Background: an optimization exercise with open tools, aiming at small area, a short achievable clock period and few clock cycles per item. Do not read the settings as production practice. The RTL was checked by simulation tests, not by an equivalence proof against the original design. Power is estimated from default activity; no workload was simulated.

==> run P: inputs <==
Design net_16_16_8_4_16_1_8, start of the top module:
module net_16_16_8_4_16_1_8(clk, reset, input_valid, input_ready, input_data, output_valid, output_ready, output_data);
clock: 10.0 ns
lec_check: 0
abc_area: 1
cap_margin: 20
core_margin: 2
core_utilization: 40
cts_cluster_diameter: 100
cts_cluster_size: 20
slew_margin: 20
standard.sh (not shown) runs the stock make flow with config.mk's settings and CLKGATE_MAP_FILE= SYNTH_SCRIPT=/design/flow/synth_recipe.tcl, a recipe that flattens the netlist after the stock synthesis.
==> flow/flow/run.sh <==
#!/bin/bash
# Standard ORFS layout (the standard.sh), with timing repair aimed at a tighter
# setup target than the 10 ns clock: repair_timing treats paths with less than
# SETUP_SLACK_MARGIN ns of slack as violations. Constraints (SDC) are unchanged.
set -o pipefail
MARGIN=$(cat flow/margin.txt 2>/dev/null || echo 6.4)
bash standard.sh SETUP_SLACK_MARGIN=$MARGIN finish 2>&1 | tee flow_make.log
==> flow/flow/margin.txt <==
6.8
==> run R (differences from run P) <==
--- a/flow/design.v
+++ b/flow/design.v
@@ -1147,15 +1147,14 @@
     x3buf[2] <= acc2[2];
     x3buf[3] <= acc2[3];
     x3buf[4] <= acc2[4];
     x3buf[5] <= acc2[5];
     x3buf[6] <= acc2[6];
     x3buf[7] <= acc2[7];
   end
-  if (reset) ob[0] <= 16'd0; else
   if (unload3) begin
     ob[0] <= {1'b0, acc3[0][14:0] & {15{~acc3[0][15]}}};
     ob[1] <= {1'b0, acc3[1][14:0] & {15{~acc3[1][15]}}};
     ob[2] <= {1'b0, acc3[2][14:0] & {15{~acc3[2][15]}}};
     ob[3] <= {1'b0, acc3[3][14:0] & {15{~acc3[3][15]}}};
   end else if (out_fire) begin
     ob[0] <= ob[1];
==> flow/flow/margin.txt (replaced) <==
6.7
==> results.txt <==
quantity                                                     run P           run R
Result of the run                                   finished clean  finished clean
Via count of the first global-routing pass                  126001          125927
Global-route met2 utilization                               36.15%          35.76%
DP Worst Slack                                            5.270 ns        5.259 ns
# clk buffers                                                  223             214
Final Net Count                                              21527           21488
Final worst path period need                              3.464 ns        3.541 ns
Vias after detailed routing                                 127027          127407
GRT met1 Usage                                              29.03%          27.68%
Crit path launch                                          ob[0][1]        ob[0][0]
Total sequential power                                    0.0169 W        0.0170 W
Share of cell area taken by flip-flops and latches          32.39%          32.71%
WL per Instance                                           19.80 µm        19.58 µm
GRT Resource Usage Total                                    21.88%          21.41%
Cell Count, Final, Fillers Out                               24686           24633
Startpoint of the most critical hold path                      l1m             f2m
Count of multi-input combinational gates                     12548           12519
Post-synth cell types                                           49              55
Power consumed by the clock network                      0.00751 W       0.00752 W
Testbench counts of run P, summed over its fixed seeds: cycles 3,456, vectors 192.
Testbench counts of run R, summed over its fixed seeds: cycles 3,456, vectors 192.

========
==> run a <==
net_16_16_8_4_16_1_8, a different RTL version from the one above (not shown whole).
clock: 10.0 ns
lec_check: 0
abc_area: 1
cap_margin: 20
core_margin: 2
core_utilization: 40
cts_cluster_diameter: 100
cts_cluster_size: 20
slew_margin: 20
==> flow/flow/margin.txt <==
6.7
Scripts as last shown in full above: flow/flow/run.sh
==> run b: changes against run a <==
==> flow/flow/margin.txt (replaced) <==
6.6
--- a/flow/config.mk
+++ b/flow/config.mk
@@ -12,3 +12,3 @@
 export CTS_CLUSTER_DIAMETER = 100
-export CTS_CLUSTER_SIZE = 20
+export CTS_CLUSTER_SIZE = 30
 export SLEW_MARGIN = 20
==> run c: changes against run a <==
==> flow/flow/margin.txt (replaced) <==
6.8
--- a/flow/config.mk
+++ b/flow/config.mk
@@ -12,3 +12,3 @@
 export CTS_CLUSTER_DIAMETER = 100
-export CTS_CLUSTER_SIZE = 20
+export CTS_CLUSTER_SIZE = 30
 export SLEW_MARGIN = 20
==> results.txt <==
metric	run c	run a	run b
Status	complete, no violations	complete, no violations	complete, no violations
Routability Congestion	0.961	0.954	0.970
Met2 wire length	228 mm	227 mm	226 mm
Pin count of the biggest net entering global routing	132	113	88
Reported combinational group power	18700 µW	18500 µW	18400 µW
Antenna violations before repair	11	11	17
LEAKAGE	0.0902 µW	0.0901 µW	0.0897 µW
Inserted Clock Buffers	138	170	137
Register-to-register setup slack	6.84 ns	6.76 ns	6.63 ns
Sequential cell power	16700 µW	16600 µW	16700 µW
Origin of the worst min-delay path	x2buf[9][4]$_DFF_P_	f2x$_SDFF_PP0_	l2p$_SDFF_PP0_
Global-route wire length before repair	746 mm	744 mm	746 mm
Transition time at the pin with the least slew margin	1.15 ns	1.12 ns	1.17 ns
Layout cells sized above 1	5.80%	4.82%	4.25%
Net load switching power	17200 µW	17000 µW	17100 µW
Fin util	43.3%	43.2%	42.9%
Relative contribution of combinational cells to total power	43.9%	43.4%	43.5%
FF+latch area	0.0604 mm²	0.0604 mm²	0.0603 mm²
First-iteration detailed-routing DRC count	9784	9910	9678
Antenna diodes	3	7	9
Reg clk slew, reported paths	0.12 ns	0.08 ns	0.12 ns
Plain + repair buffers	337	310	291
Overall routed net length	486 mm	488 mm	491 mm
Number of global-route vias before repair	127000	126000	126000
Area Overhead vs Synth	8.01%	7.64%	6.94%
Met1 wire length	211 mm	212 mm	214 mm
Testbench counts of run a, summed over its fixed seeds: cycles 3,456, vectors 192.
Testbench counts of run b, summed over its fixed seeds: cycles 3,456, vectors 192.
Testbench counts of run c, summed over its fixed seeds: cycles 3,456, vectors 192.

-- port drivers added, routing unchanged --
The results above use ideal ports. As a check the final layouts listed here were re-extracted and re-timed, cells and wires unchanged.
Step 1 (the two cells are an assumption about what drives the block):
set clk [get_ports {clk}]
set_driving_cell -lib_cell sky130_fd_sc_hd__clkbuf_16 $clk
set_driving_cell -lib_cell sky130_fd_sc_hd__buf_2 [delete_from_list [all_inputs] $clk]
Step 2 adds t to the input delays and takes it off the output delays; t is the mean of the earliest and latest rising clock arrival at the registers after step 1. Input paths then give back, and output paths get back, about the clock's delay inside the block.
Three values: ideal, step 1, step 2; two values: the first two.
run | shift t [ns] | slack for setup (ns) | worst hold slack (ns)
run P | 1.032 | 6.536 / 6.413 / 5.825 | 0.398 / 0.398 / 0.398
run R | 1.019 | 6.459 / 6.339 / 5.871 | 0.364 / 0.364 / 0.364
run a | 1.038 | 6.424 / 6.306 / 6.085 | 0.393 / 0.393 / 0.393
run b | 1.034 | 6.401 / 6.285 / 6.022 | 0.403 / 0.403 / 0.403
run c | 1.038 | 6.380 / 6.259 / 6.122 | 0.394 / 0.394 / 0.394
After both steps setup and hold are still met in every run listed. The setup slack of run P, which loses most, moves by -0.123 ns with the drivers and by -0.711 ns with both steps.
